Source: an optimization exercise on an open RTL-to-GDS flow (aim: small area, a short achievable clock period and few clock cycles per item). Production flows keep margins and buffers that such runs may drop.
At most, simulation tests tie the RTL to the original design; equivalence was not proved.
No activity file was given, so power comes from the tool's default toggle rates.

## fp32_mul
module fp32_mul (
    input  wire        clk,
    input  wire        rst,
    input  wire        in_valid,
    input  wire [31:0] op_a,
    input  wire [31:0] op_b,
    output reg         out_valid,
    output reg  [31:0] result
);
Settings: LEC_CHECK=0, CAP_MARGIN=20, CORE_MARGIN=2, CORE_UTILIZATION=60, CTS_CLUSTER_DIAMETER=120, CTS_CLUSTER_SIZE=25, SLEW_MARGIN=70, SYNTH_HIERARCHICAL=1; clock period 11.0 ns.
standard.sh (not shown) runs the stock make flow with config.mk's settings and CLKGATE_MAP_FILE= SYNTH_SCRIPT=/design/flow/synth_recipe.tcl, a recipe that flattens the netlist after the stock synthesis.
==> flow/flow/run.sh <==
#!/bin/bash
# Layout flow: the standard ORFS flow (standard.sh, unchanged synthesis),
# with the port buffers made from a regular buffer cell rather than the
# delay-buffer cell that buffer_ports picks by default.
set -euo pipefail
cd "$(dirname "$0")/.."
bash standard.sh "BUFFER_PORTS_ARGS=-buffer_cell sky130_fd_sc_hd__buf_2" finish > flow_make.log 2>&1
Change:
--- a/flow/design.v
+++ b/flow/design.v
@@ -994,27 +994,25 @@
   always @(posedge clk) begin
     if (rst) v3 <= 1'b0; else v3 <= v2;
     s3 <= s2;
     q3 <= q2;
     kill3 <= kill2;
     e3 <= e2;
     st3 <= sticky;
     h3 <= h;
   end
-  wire [22:0] f0 = h3[23:1];
-  wire [22:0] f1 = h3[24:2];
+  wire p47 = h3[25];
   wire i0 = h3[0] & (st3 | h3[1]);
   wire i1 = h3[1] & (st3 | h3[2]);
-  wire [22:0] r0, r1;
-  rnd23 u_r0 (.f(f0), .inc(i0), .r(r0));
-  rnd23 u_r1 (.f(f1), .inc(i1), .r(r1));
-  wire p47 = h3[25];
-  wire [22:0] rnd = p47 ? r1 : r0;
+  wire [22:0] frac = p47 ? h3[24:2] : h3[23:1];
+  wire inc = p47 ? i1 : i0;
+  wire [22:0] rnd;
+  rnd23 u_rnd (.f(frac), .inc(inc), .r(rnd));
   wire [7:0] eo = e3 + {7'd0, p47};
   wire [22:0] fo = kill3 ? 23'd0 : rnd;
   wire [31:0] res = {s3, eo, fo[22] | q3, fo[21:0]};
   always @(posedge clk) begin
     if (rst) out_valid <= 1'b0; else out_valid <= v3;
     result <= res;
   end
 endmodule
 module rnd23 (input wire [22:0] f, input wire inc, output wire [22:0] r);
Total power drops by a few percent; worst setup slack gets better by 0.21 ns; critical path depth climbs by 3; wire length drops by a few percent; maximum frequency climbs by a few percent; global-route usage drops by 0.21 points; clock power drops by a few percent; synthesized area drops by a few percent; clock-buffer cell count does not change; sequential share of layout area climbs by 0.52 points; die area drops by a few percent; core utilization climbs by 0.27 points; worst hold slack gets better by 0.019 ns.
Testbench counts after the change, summed over its fixed seeds: cycles 16,024, items 16,000.
Function not checked in the first run of this note: the RTL went through the layout flow alone.

========
## violet
fp32_mul, a different RTL version from the one above (not shown whole).
Size: ~2100 cells after synthesis, roughly 100 I/O pins, ~22000 um^2 of cells after synthesis.
export LEC_CHECK = 0
export CAP_MARGIN = 20
export CORE_MARGIN = 2
export CORE_UTILIZATION = 60
export SLEW_MARGIN = 70
export SYNTH_HIERARCHICAL = 1
create_clock -name core_clock -period 11.0 [get_ports {clk}]
Scripts as last shown in full above: flow/flow/run.sh
violet went all the way through synthesis, placement and routing and the layout is clean on timing, DRC and antenna.
Testbench counts of violet, summed over its fixed seeds: cycles 16,024, items 16,000.
Inputs modified between violet and fjord:
diff --git a/flow/design.v b/flow/design.v
--- a/flow/design.v
+++ b/flow/design.v
@@ -2,69 +2,70 @@
     input  wire        clk,
     input  wire        rst,
     input  wire        in_valid,
     input  wire [31:0] op_a,
     input  wire [31:0] op_b,
     output reg         out_valid,
     output reg  [31:0] result
 );
   wire [7:0]  ea = op_a[30:23];
   wire [7:0]  eb = op_b[30:23];
+  wire [22:0] fa = op_a[22:0];
   wire [22:0] fb = op_b[22:0];
   wire a_zero = (ea == 8'h00);
   wire b_zero = (eb == 8'h00);
   wire a_emax = (ea == 8'hFF);
   wire b_emax = (eb == 8'hFF);
+  wire a_nan = a_emax & (|fa);
+  wire b_nan = b_emax & (|fb);
+  wire any_nan = a_nan | b_nan;
+  wire any_zero = a_zero | b_zero;
+  wire any_inf = (a_emax & ~(|fa)) | (b_emax & ~(|fb));
   wire special = a_zero | b_zero | a_emax | b_emax;
+  wire zinf = ~any_nan & any_zero & any_inf;
+  wire s0 = any_nan ? op_a[31] : zinf ? 1'b1 : (op_a[31] ^ op_b[31]);
+  wire kill0 = special & ~any_nan;
   wire [22:0] fb0 = special ? 23'd0 : fb;
   wire [25:0] bx = {2'b01, fb0, 1'b0};
   wire [11:0] one0, two0, neg0;
   genvar gi;
   generate
     for (gi = 0; gi < 12; gi = gi + 1) begin : g_booth
       assign one0[gi] = bx[2*gi+1] ^ bx[2*gi];
       assign two0[gi] = (bx[2*gi+2] & ~bx[2*gi+1] & ~bx[2*gi]) |
                         (~bx[2*gi+2] & bx[2*gi+1] & bx[2*gi]);
       assign neg0[gi] = bx[2*gi+2] & ~(bx[2*gi+1] & bx[2*gi]);
     end
   endgenerate
-  reg        v1, sa1, sb1, az1, bz1, am1, bm1, fbnz1;
+  reg        v1, s1, q1, kill1, nan1, zero1, inf1;
   reg [7:0]  ea1, eb1;
   reg [22:0] fa1;
   reg [11:0] one1, two1, neg1;
   always @(posedge clk) begin
     if (rst) v1 <= 1'b0; else v1 <= in_valid;
-    sa1 <= op_a[31];
-    sb1 <= op_b[31];
-    az1 <= a_zero;
-    bz1 <= b_zero;
-    am1 <= a_emax;
-    bm1 <= b_emax;
-    fbnz1 <= |fb;
+    s1 <= s0;
+    q1 <= any_nan | zinf;
+    nan1 <= any_nan;
+    zero1 <= any_zero;
+    inf1 <= any_inf;
     ea1 <= ea;
     eb1 <= eb;
-    fa1 <= op_a[22:0];
+    fa1 <= fa;
+    kill1 <= kill0;
     one1 <= one0;
     two1 <= two0;
     neg1 <= neg0;
   end
-  wire any_nan = (am1 & (|fa1)) | (bm1 & fbnz1);
-  wire any_zero = az1 | bz1;
-  wire any_inf = (am1 & ~(|fa1)) | (bm1 & ~fbnz1);
-  wire zinf = ~any_nan & any_zero & any_inf;
-  wire s1 = any_nan ? sa1 : zinf ? 1'b1 : (sa1 ^ sb1);
-  wire q1 = any_nan | zinf;
-  wire kill1 = (any_zero | any_inf) & ~any_nan;
   wire [7:0] esum;
   add8c u_eadd (.a(ea1), .b(eb1), .s(esum));
-  wire [7:0] e1 = any_nan ? ea1 : any_zero ? (any_inf ? 8'hFF : 8'h00) :
-                  any_inf ? 8'hFF : {~esum[7], esum[6:0]};
+  wire [7:0] e1 = nan1 ? ea1 : zero1 ? (inf1 ? 8'hFF : 8'h00) :
+                  inf1 ? 8'hFF : {~esum[7], esum[6:0]};
   wire [24:0] am = {1'b1, fa1, 1'b0};   
   wire [24:0] bp0;
   wire [24:0] bp1;
   wire [24:0] bp2;
   wire [24:0] bp3;
   wire [24:0] bp4;
   wire [24:0] bp5;
   wire [24:0] bp6;
   wire [24:0] bp7;
   wire [24:0] bp8;
@@ -1078,44 +1079,42 @@
   assign z370 = (fs229 ^ fc228) ^ (fs228 | fc227);
   assign z371 = (fs230 ^ fc229) ^ (fs229 | fc228);
   assign z372 = (fs231 ^ fc230) ^ (fs230 | fc229);
   assign z373 = (fs232 ^ fc231) ^ (fs231 | fc230);
   assign z374 = (fs233 ^ fc232) ^ (fs232 | fc231);
   assign z375 = (fs234 ^ fc233) ^ (fs233 | fc232);
   assign z376 = (fs235 ^ fc234) ^ (fs234 | fc233);
   assign z377 = (fs236 ^ fc235) ^ (fs235 | fc234);
   assign z378 = (fs237 ^ fc236) ^ (fs236 | fc235);
   wire sticky = z357 | z358 | z359 | z360 | z361 | z362 | z363 | z364 | z365 | z366 | z367 | z368 | z369 | z370 | z371 | z372 | z373 | z374 | z375 | z376 | z377 | z378;
-  reg        v3, s3, q3, st3, kill3;
+  reg        v3, s3, q3, st3;
   reg [7:0]  e3;
   reg [25:0] h3;
   always @(posedge clk) begin
     if (rst) v3 <= 1'b0; else v3 <= v2;
     s3 <= s2;
     q3 <= q2;
-    kill3 <= kill2;
     e3 <= e2;
-    st3 <= sticky;
-    h3 <= h;
+    st3 <= sticky & ~kill2;
+    h3 <= kill2 ? 26'd0 : h;
   end
   wire [22:0] f0 = h3[23:1];
   wire [22:0] f1 = h3[24:2];
   wire i0 = h3[0] & (st3 | h3[1]);
   wire i1 = h3[1] & (st3 | h3[2]);
   wire [22:0] r0, r1;
   rnd23 u_r0 (.f(f0), .inc(i0), .r(r0));
   rnd23 u_r1 (.f(f1), .inc(i1), .r(r1));
   wire p47 = h3[25];
   wire [22:0] rnd = p47 ? r1 : r0;
   wire [7:0] eo = e3 + {7'd0, p47};
-  wire [22:0] fo = kill3 ? 23'd0 : rnd;
-  wire [31:0] res = {s3, eo, fo[22] | q3, fo[21:0]};
+  wire [31:0] res = {s3, eo, rnd[22] | q3, rnd[21:0]};
   always @(posedge clk) begin
     if (rst) out_valid <= 1'b0; else out_valid <= v3;
     result <= res;
   end
 endmodule
 module rnd23 (input wire [22:0] f, input wire inc, output wire [22:0] r);
   wire [23:0] t;   
   assign t[0] = 1'b1;
   genvar i;
   generate
## What came out
Final routed wire length divided by cell count ends up higher on violet. On met2 usage: between fjord and violet, it ends up higher for fjord. Taking violet as the reference, in fjord number of nets with antenna violations after routing held; routed length on met3 went down 840 um. Worst hold slack across fjord and violet: no real change. Against violet, wire length reported by the detailed router in fjord fell by a few percent. When fjord is set beside violet, its sequential cell count turns out to be about 0.66% smaller.
Only the layout flow was run in fjord; the RTL was not checked for function there.

-- afterwards: timing with drivers on the ports --
Ports are ideal in the flow. The routed layouts listed here were re-timed in OpenROAD.
Step 1 assumes that a clkbuf_16 drives the clock port and a buf_2 every other input.
Step 2, shift: input delay + t, output delay - t, t = (earliest + latest rising clock arrival at the registers) / 2. This alone moves slack from input paths to output paths.
Three values: ideal ports, drivers, drivers and shift; two values: the first two.
run	t, ns	setup slack, ns	latest minus earliest clock arrival (ns)	slew at the worst register clock pin (ns)
the first run of note 1	0.575	7.479 / 7.479 / 7.267	0.022 / 0.023	0.10 / 0.10
the second run of note 1	0.561	7.689 / 7.688 / 7.304	0.030 / 0.030	0.11 / 0.11
violet	0.623	7.460 / 7.460 / 7.159	0.023 / 0.023	0.06 / 0.06
fjord	0.607	7.433 / 7.433 / 7.022	0.027 / 0.027	0.06 / 0.06
After both steps setup and hold are still met in every run listed. The setup slack of fjord, which loses most, moves by 0.000 ns with the drivers and by -0.411 ns with both steps.
